Background: an optimization exercise with open tools, aiming at small area, a short achievable clock period and few clock cycles per item. Do not read the settings as production practice.
Only simulation tests tie the RTL to the original design; equivalence was not proved.
Power and IR drop assume default switching activity.

==> flow/design.v (excerpt) <==
module action_config
#(parameter
    C_S_AXI_ADDR_WIDTH = 16,
    C_S_AXI_DATA_WIDTH = 32
)(
    input                                   clk                   ,
    input                                   resetn                 ,
    input  wire [C_S_AXI_ADDR_WIDTH-1:0]   s_axi_AWADDR,
    input  wire                            s_axi_AWVALID,
    output wire                            s_axi_AWREADY,
    input  wire [C_S_AXI_DATA_WIDTH-1:0]   s_axi_WDATA,
    input  wire [C_S_AXI_DATA_WIDTH/8-1:0] s_axi_WSTRB,
    input  wire                            s_axi_WVALID,
    output wire                            s_axi_WREADY,
    output wire [1:0]                      s_axi_BRESP,
    output wire                            s_axi_BVALID,
    input  wire                            s_axi_BREADY,
    input  wire [C_S_AXI_ADDR_WIDTH-1:0]   s_axi_ARADDR,
    input  wire                            s_axi_ARVALID,
    output wire                            s_axi_ARREADY,
    output wire [C_S_AXI_DATA_WIDTH-1:0]   s_axi_RDATA,
    output wire [1:0]                      s_axi_RRESP,
    output wire                            s_axi_RVALID,
    input  wire                            s_axi_RREADY,
    output reg [31:0]                      data_collection_mode     ,
    output reg [47:0]                      fpga_mac_addr            ,
    output reg [31:0]                      fpga_ipv4_addr           ,
  ...
For scale: about 1600 cells after synthesis, about 670 flip-flops, roughly 740 I/O pins, about 26000 um^2 of cells after synthesis.
clock: 4.0 ns
lec_check: 0
cap_margin: 20
core_margin: 2
core_utilization: 50
place_density: 0.75
setup_slack_margin: 2.0
slew_margin: 60
tns_end_percent: 0
standard.sh (not shown) runs the stock make flow with config.mk's settings and CLKGATE_MAP_FILE= SYNTH_SCRIPT=/design/flow/synth_recipe.tcl, a recipe that flattens the netlist after the stock synthesis.
==> flow/flow/run.sh <==
#!/bin/bash
# Standard ORFS flow, with small port buffers, large clock sink clusters and no CTS dummy loads.
set -e
export BUFFER_PORTS_ARGS="-buffer_cell sky130_fd_sc_hd__buf_1"
export CTS_ARGS="-sink_clustering_enable -repair_clock_nets -dont_use_dummy_load -sink_clustering_size 25 -sink_clustering_max_diameter 80"
bash standard.sh > standard.log 2>&1
Testbench counts at the start, summed over its fixed seeds: cycles 2,995, transactions 4,800.
Edit:
--- a/flow/design.v
+++ b/flow/design.v
@@ -86,34 +86,41 @@
     reg        idle_r;
     reg        rst_d;          
     reg        st1, st2n, al1, al2, fcs1, fcs2, fcs_ever, busy1, busy2n;
     reg [6:0]  temp_r, maxtemp;
     reg        trip_r, trip_ever, modprs_r;
     reg [17:0] fifo_r;
     reg [3:0]  hwerr;
     reg [63:0] c_shost, c_shbm, c_pproc, c_peth, c_picmp, c_pudp;
     reg        v_shost, v_shbm, v_pproc, v_peth, v_picmp, v_pudp;
-    wire wr_ok = (bcnt != 2'd3);
+    reg  wok_r, cok_r;
+    wire wr_ok = wok_r;
     assign s_axi_AWREADY = wr_ok & s_axi_WVALID;
     assign s_axi_WREADY  = wr_ok & s_axi_AWVALID;
     assign s_axi_BVALID  = (bcnt != 2'd0);
     assign s_axi_BRESP   = 2'b00;
     wire wr = s_axi_AWVALID & s_axi_WVALID & wr_ok;
     wire b_hs = s_axi_BVALID & s_axi_BREADY;
-    always @(posedge clk) begin
-        if (!resetn)
-            bcnt <= 2'd0;
-        else
-            bcnt <= bcnt + {1'b0, wr} - {1'b0, b_hs};
+    wire [1:0] n_bcnt = bcnt + {1'b0, wr} - {1'b0, b_hs};
+    always @(posedge clk) begin
+        if (!resetn) begin
+            bcnt  <= 2'd0;
+            wok_r <= 1'b1;
+            cok_r <= 1'b1;
+        end else begin
+            bcnt  <= n_bcnt;
+            wok_r <= (n_bcnt != 2'd3);
+            cok_r <= (n_bcnt != 2'd3) & data_collection_idle;
+        end
     end
     wire aw_hi0 = (s_axi_AWADDR[15:7] == 9'd0) && (s_axi_AWADDR[1:0] == 2'd0);
     wire w_ap   = wr && aw_hi0 && (s_axi_AWADDR[6:2] == 5'd0);
-    wire w_cfg  = wr && aw_hi0 && (s_axi_AWADDR[6:5] == 2'b11) && idle_r;
+    wire w_cfg  = s_axi_AWVALID && s_axi_WVALID && cok_r && aw_hi0 && (s_axi_AWADDR[6:5] == 2'b11);
     wire [2:0] w_idx = s_axi_AWADDR[4:2];
     wire [31:0] wd = s_axi_WDATA & {32{resetn}};
     wire [7:0]  w_sel = {8{w_cfg}} & (8'd1 << w_idx);
     wire [3:0] be_maclo  = ({4{w_sel[0]}} & s_axi_WSTRB) | {4{~resetn}};
     wire [3:0] be_machi  = ({4{w_sel[1]}} & s_axi_WSTRB) | {4{~resetn}};
     wire [3:0] be_ipv4   = ({4{w_sel[2]}} & s_axi_WSTRB) | {4{~resetn}};
     wire [3:0] be_nmod   = ({4{w_sel[3]}} & s_axi_WSTRB) | {4{~resetn}};
     wire [3:0] be_mode   = ({4{w_sel[4]}} & s_axi_WSTRB) | {4{~resetn}};
     wire [3:0] be_energy = ({4{w_sel[5]}} & s_axi_WSTRB) | {4{~resetn}};
=> Sequential cell count rises by 2; via count shrinks by about 0.6%; power is about the same; count of clock-buffer cells in the layout fell by 2; non-clock buffer count shrinks by 42; die area grows by 1.1%; clock power drops by about 2%.
Testbench counts after the change, summed over its fixed seeds: cycles 2,995, transactions 4,800.

-- re-timing with driven ports --
The results above use ideal ports. As a check the final layouts listed here were re-extracted and re-timed, cells and wires unchanged.
Step 1: set_driving_cell puts a clkbuf_16 on clk and a buf_2 on each other input, an assumption about the parent block.
Step 2 times the ports against the registers' clock, not the clock port: input delays grow and output delays shrink by t, the midpoint of the rising clock arrivals with the driver on.
a / b / c = ideal ports / drivers / drivers and shift; a / b = the first two.
run	t (ns)	setup WS [ns]	slew at the worst register clock pin (ns)
the first run	0.625	1.851 / 1.785 / 1.160	0.10 / 0.10
the second run	0.622	1.858 / 1.756 / 1.134	0.11 / 0.11
After both steps setup and hold are still met in every run listed. The setup slack of the second run, which loses most, moves by -0.102 ns with the drivers and by -0.724 ns with both steps.
